What follows belongs to an exercise in optimizing a design on an open flow for small area; a production flow would make more cautious choices.
The RTL was checked by simulation tests, not by an equivalence proof against the original design.
The clock port is modelled as an ideal driver; clocking choices that lean on that would not hold on a real chip.
Power and IR drop assume default switching activity.

==> job 2623: inputs <==
==> flow/design.v (excerpt) <==
module top (
    input clk,
    input rst,
    input uart_txd_in,
    output uart_rxd_out,
    output [1:0] led
);
  wire [7:0] data;
  wire send;
  uart_rx uart_rx (
      .clk(clk),
      .rst(rst),
      .in(uart_txd_in),
      .notif(led[0]),
      .data(data),
      .send(send)
  );
  uart_tx uart_tx (
      .clk  (clk),
      .rst  (rst),
      .send (send),
      .data (data),
      .notif(led[1]),
      .out  (uart_rxd_out)
  );
endmodule
==> module uart_rx, before the edit <==
module uart_rx (
    input clk,
    input rst,
    input in,
    output notif,
    output reg [7:0] data,
    output send
);
  localparam [13:0] POL = 14'h2aaa;
  localparam [13:0] J = 14'h3440;
  localparam [13:0] M = 14'h3e29;
  localparam [13:0] T = 14'h157d;
  localparam [13:0] TMASK = 14'h3fd5;
  reg [3:0] p;
  reg [13:0] y;
  wire [13:0] c = y ^ POL;
  wire term = (c & TMASK) == (T & TMASK);
  wire idle = (~p[3] & ~p[2] & ~p[1] & ~p[0]) | (p[3] & p[2] & p[0]);   
  wire [13:0] cn = idle ? M : term ? J : {c[12:0], c[13] ^ c[12]};
  always @(posedge clk) y <= cn ^ POL;
  wire inc = term | (~p[3] & ~p[2] & ~p[1]) | (p[3] & p[2]);
  always @(posedge clk) begin
    if (rst) p <= 4'd0;
    else if (idle) p <= in ? 4'd0 : 4'd1;
    else p <= p + {3'd0, inc};
  end
  always @(posedge clk) begin
    if (term && (~p[3] & ~p[2] & p[0])) data[4] <= in;   
    if (term && (~p[3] & ~p[1] & ~p[0])) data[5] <= in;   
    if (term && (~p[3] & ~p[1] & p[0])) data[6] <= in;   
    if (term && (p[2] & p[1] & ~p[0])) data[7] <= in;   
    if (term && (p[2] & p[1] & p[0])) data[0] <= in;   
    if (term && (p[3] & ~p[1] & ~p[0])) data[1] <= in;   
    if (term && (p[3] & ~p[1] & p[0])) data[2] <= in;   
    if (term && (p[3] & p[1] & ~p[0])) data[3] <= in;   
  end
  assign notif = ~(~p[3] & ~p[2] & ~p[1]);   
  assign send = p[3] & p[2] & p[0];   
endmodule
Settings: LEC_CHECK=0, CAP_MARGIN=20, CORE_MARGIN=2, CORE_UTILIZATION=45, PLACE_DENSITY=0.9, SLEW_MARGIN=20; clock period 10.0 ns.
standard.sh (not shown) runs the stock make flow with config.mk's settings and CLKGATE_MAP_FILE= SYNTH_SCRIPT=/design/flow/synth_recipe.tcl, a recipe that flattens the netlist after the stock synthesis.
==> flow/flow/run.sh <==
#!/bin/bash
# Own layout flow: the standard layout (standard.sh), except that
#  - synthesis is the standard flow's synthesis script with an area-oriented ABC script
#    (flow/synth.tcl, flow/abc_area.script); registers are mapped as before,
#  - the ports are buffered with the smallest buffer (buf_1),
#  - the clock tree is CTS_K clock buffers (CTS_BUF), each at the centre of
#    an equal share of the flip-flops (flow/cts.tcl), in place of TritonCTS,
#  - global routing ends with ORFS's power recovery, which downsizes gates
#    that have timing slack to spare.
# Each step's output goes to a log file of its own in this folder.
set -euo pipefail
export BUFFER_PORTS_ARGS="-buffer_cell sky130_fd_sc_hd__buf_1"
export RECOVER_POWER=100
export ABC_SCRIPT=$PWD/flow/abc_area.script
sed "s#SYNTH_SCRIPT=[^ ]*#SYNTH_SCRIPT=$PWD/flow/synth.tcl#" standard.sh > own_synth.sh
bash own_synth.sh synth > own_synth.log 2>&1
bash standard.sh place > standard_place.log 2>&1
R=orfs/results/${FLOW_PLATFORM}/top/base
CTS_BUF=sky130_fd_sc_hd__clkbuf_4 CTS_K=4 \
  CTS_IN=$R/3_place.odb CTS_SDC=$R/3_place.sdc CTS_OUT=$R/4_1_cts.odb CTS_OUT_SDC=$R/4_cts.sdc \
  openroad -no_init -exit flow/cts.tcl > cts.log 2>&1
bash standard.sh > standard_finish.log 2>&1
==> flow/flow/cts.tcl <==
# Clock tree: the flip-flops are split into CTS_K groups by position
# (recursive bisection), and each group gets one clock buffer (CTS_BUF) at its centre,
# driven straight from the clock port. Then the placement is legalized.
set plat $::env(FLOW_HOME)/platforms/sky130hd
read_liberty $plat/lib/sky130_fd_sc_hd__tt_025C_1v80.lib
read_db $::env(CTS_IN)
read_sdc $::env(CTS_SDC)
source $plat/setRC.tcl

set block [ord::get_db_block]
set dbu [$block getDbUnitsPerMicron]
set K $::env(CTS_K)
set pts {}
foreach it [[$block findNet clk] getITerms] {
  set bb [[$it getInst] getBBox]
  set x [expr {([$bb xMin] + [$bb xMax]) / 2.0 / $dbu}]
  set y [expr {([$bb yMin] + [$bb yMax]) / 2.0 / $dbu}]
  lappend pts [list [$it getName] $x $y]
}
set n [llength $pts]
# K groups (K a power of two) of equal size by recursive bisection: each
# group is split in half along the longer side of its bounding box.
proc bisect {pts levels} {
  if {$levels == 0} { return [list $pts] }
  set xs [lsort -real [lmap p $pts {lindex $p 1}]]
  set ys [lsort -real [lmap p $pts {lindex $p 2}]]
  set idx [expr {([lindex $xs end] - [lindex $xs 0]) >= ([lindex $ys end] - [lindex $ys 0]) ? 1 : 2}]
  set sorted [lsort -real -index $idx $pts]
  set h [expr {[llength $sorted] / 2}]
  return [concat [bisect [lrange $sorted 0 [expr {$h - 1}]] [expr {$levels - 1}]] \
    [bisect [lrange $sorted $h end] [expr {$levels - 1}]]]
}
set levels [expr {int(round(log($K) / log(2)))}]
set groups [bisect $pts $levels]
set K [llength $groups]
set cs {}
foreach g $groups {
  set sx 0; set sy 0
  foreach p $g { set sx [expr {$sx + [lindex $p 1]}]; set sy [expr {$sy + [lindex $p 2]}] }
  lappend cs [list [expr {$sx / [llength $g]}] [expr {$sy / [llength $g]}]]
}
for {set k 0} {$k < $K} {incr k} {
  set g [lindex $groups $k]
  if {[llength $g] == 0} { continue }
  set pins {}
  foreach p $g { lappend pins [get_pins [lindex $p 0]] }
  set c [lindex $cs $k]
  puts "clock group $k: [llength $g] flip-flops, buffer at ($c)"
  insert_buffer -buffer_cell $::env(CTS_BUF) -net clk -load_pins $pins \
    -location [list [lindex $c 0] [lindex $c 1]] -buffer_name clkbuf_$k -net_name clk_$k
}
set_propagated_clock [all_clocks]
detailed_placement
check_placement -verbose
estimate_parasitics -placement
set mx 0
foreach p [get_pins -hierarchical */CLK] {
  set s [get_property $p slew_max]
  if {$s > $mx} { set mx $s }
}
puts "largest clock pin slew (placement estimate): $mx"
report_clock_skew
report_checks -path_delay min
report_checks -path_delay max
write_db $::env(CTS_OUT)
write_sdc -no_timestamp $::env(CTS_OUT_SDC)
Other scripts of this flow, unchanged in this note and not shown: flow/flow/abc_area.script, flow/flow/synth.tcl
==> job 8862 (differences from job 2623) <==
--- a/flow/design.v
+++ b/flow/design.v
@@ -9,7 +9,9 @@
 );
-  localparam [13:0] POL = 14'h2aaa;
-  localparam [13:0] J = 14'h3440;
-  localparam [13:0] M = 14'h3e29;
-  localparam [13:0] T = 14'h157d;
-  localparam [13:0] TMASK = 14'h3fd5;
+  localparam [13:0] POL = 14'h0c93;
+  localparam [13:0] J = 14'h3310;
+  localparam [13:0] M = 14'h306c;
+  localparam [13:0] T = 14'h3b4a;
+  localparam [13:0] TMASK = 14'h3eb7;
+  localparam [13:0] HOLD = 14'h15b5;
+  localparam [13:0] TLOAD = 14'h0584;
   reg [3:0] p;
@@ -18,4 +20,6 @@
   wire term = (c & TMASK) == (T & TMASK);
-  wire idle = (~p[3] & ~p[2] & ~p[1] & ~p[0]) | (p[3] & p[2] & p[0]);   
-  wire [13:0] cn = idle ? M : term ? J : {c[12:0], c[13] ^ c[12]};
+  wire idle = (p[3] & p[2] & p[1]) | (p[3] & p[2] & p[0]);   
+  wire hold = rst | (p[3] & p[2]);   
+  wire [13:0] st = {c[12:0], c[13] ^ c[12]};
+  wire [13:0] cn = hold ? (st & ~HOLD) | (M & HOLD) : term ? (st & ~TLOAD) | (J & TLOAD) : st;
   always @(posedge clk) y <= cn ^ POL;
@@ -23,4 +27,4 @@
   always @(posedge clk) begin
-    if (rst) p <= 4'd0;
-    else if (idle) p <= in ? 4'd0 : 4'd1;
+    if (rst) p <= 4'd14;
+    else if (idle) p <= in ? 4'd14 : 4'd1;
     else p <= p + {3'd0, inc};
@@ -28,13 +32,13 @@
   always @(posedge clk) begin
-    if (term && (~p[3] & ~p[2] & p[0])) data[4] <= in;   
-    if (term && (~p[3] & ~p[1] & ~p[0])) data[5] <= in;   
-    if (term && (~p[3] & ~p[1] & p[0])) data[6] <= in;   
-    if (term && (p[2] & p[1] & ~p[0])) data[7] <= in;   
-    if (term && (p[2] & p[1] & p[0])) data[0] <= in;   
-    if (term && (p[3] & ~p[1] & ~p[0])) data[1] <= in;   
-    if (term && (p[3] & ~p[1] & p[0])) data[2] <= in;   
-    if (term && (p[3] & p[1] & ~p[0])) data[3] <= in;   
+    if (term && ((~p[3] & ~p[2] & p[0]))) data[4] <= in;   
+    if (term && ((~p[3] & ~p[1] & ~p[0]))) data[5] <= in;   
+    if (term && ((~p[3] & ~p[1] & p[0]))) data[6] <= in;   
+    if (term && ((p[2] & p[1] & ~p[0]))) data[7] <= in;   
+    if (term && ((p[2] & p[1] & p[0]))) data[0] <= in;   
+    if (term && ((p[3] & ~p[1] & ~p[0]))) data[1] <= in;   
+    if (term && ((p[3] & ~p[1] & p[0]))) data[2] <= in;   
+    if (term && ((p[3] & p[1] & ~p[0]))) data[3] <= in;   
   end
-  assign notif = ~(~p[3] & ~p[2] & ~p[1]);   
-  assign send = p[3] & p[2] & p[0];   
+  assign notif = ~((~p[3] & ~p[2] & ~p[1]) | (p[3] & p[2] & p[1]));   
+  assign send = (p[3] & p[2] & p[0]);   
 endmodule
--- a/flow/flow/run.sh
+++ b/flow/flow/run.sh
@@ -6,3 +6,4 @@
 #  - the clock tree is CTS_K clock buffers (CTS_BUF), each at the centre of
-#    an equal share of the flip-flops (flow/cts.tcl), in place of TritonCTS,
+#    an equal share of the flip-flops (flow/cts.tcl), in place of TritonCTS;
+#    a group with too slow a clock edge gets a stronger buffer (CTS_BIG_BUF),
 #  - global routing ends with ORFS's power recovery, which downsizes gates
@@ -18,3 +19,3 @@
 R=orfs/results/${FLOW_PLATFORM}/top/base
-CTS_BUF=sky130_fd_sc_hd__clkbuf_4 CTS_K=4 \
+CTS_BUF=sky130_fd_sc_hd__clkbuf_4 CTS_K=4 CTS_BIG_BUF=sky130_fd_sc_hd__buf_6 CTS_SLEW=0.112 \
   CTS_IN=$R/3_place.odb CTS_SDC=$R/3_place.sdc CTS_OUT=$R/4_1_cts.odb CTS_OUT_SDC=$R/4_cts.sdc \
--- a/flow/flow/cts.tcl
+++ b/flow/flow/cts.tcl
@@ -55,2 +55,23 @@
 estimate_parasitics -placement
+foreach it [[$block findNet clk] getITerms] {
+  set inst [$it getInst]
+  set onet ""
+  foreach o [$inst getITerms] {
+    if {[$o isOutputSignal]} { set onet [$o getNet] }
+  }
+  set mx 0
+  foreach l [$onet getITerms] {
+    if {[$l isOutputSignal]} { continue }
+    set sl [get_property [get_pins [$l getName]] slew_max]
+    if {$sl > $mx} { set mx $sl }
+  }
+  puts "clock buffer [$inst getName]: largest slew $mx"
+  if {$mx > $::env(CTS_SLEW)} {
+    puts "clock buffer [$inst getName]: resized to $::env(CTS_BIG_BUF)"
+    replace_cell [$inst getName] $::env(CTS_BIG_BUF)
+  }
+}
+detailed_placement
+check_placement -verbose
+estimate_parasitics -placement
 set mx 0
==> notes <==
Clock-buffer cell count is the same in job 2623 and job 8862.
Between job 8862 and job 2623, the lower cell count is in job 8862 (gap about 2.2%, measured against job 2623).
Register-to-register slack: job 8862 is worse than job 2623 (0.06 ns).
Of job 2623 and job 8862, job 2623 has the higher cell area (gap 1.5%, measured against job 8862).
Between job 8862 and job 2623, the lower via count is in job 8862 (gap 7.2%, measured against job 2623).
Of job 2623 and job 8862, job 2623 has the higher utilization (gap 0.36 points).
Of job 8862 and job 2623, job 2623 has the higher first-iteration DRC count (gap about 70%, measured against job 2623).
Against job 2623, the total power of job 8862 is higher by 47%.
Synthesized area: job 8862 is lower than job 2623 (about 1.6%).
Clock power: job 2623 is smaller than job 8862 (about 0.9%).

==> port drivers added, routing unchanged <==
How much do the figures lean on ideal ports? The routed layouts below were timed once more, with nothing changed but the port constraints.
Step 1 assumes that a clkbuf_16 drives the clock port and a buf_2 every other input.
Step 2 moves the port delays by t, midway between the first and last clock arrival at a register: inputs arrive t later, outputs are due t later. That takes back most of the time a late clock gives input paths.
a / b / c = ideal / step 1 / step 2; a / b = the first two.
run | shift t [ns] | setup slack, ns | worst hold slack (ns)
job 2623 | 0.217 | 6.827 / 6.780 / 6.997 | 0.344 / 0.345 / 0.345
job 8862 | 0.185 | 6.815 / 6.767 / 6.952 | 0.332 / 0.332 / 0.332
After both steps every run listed still meets setup and hold.
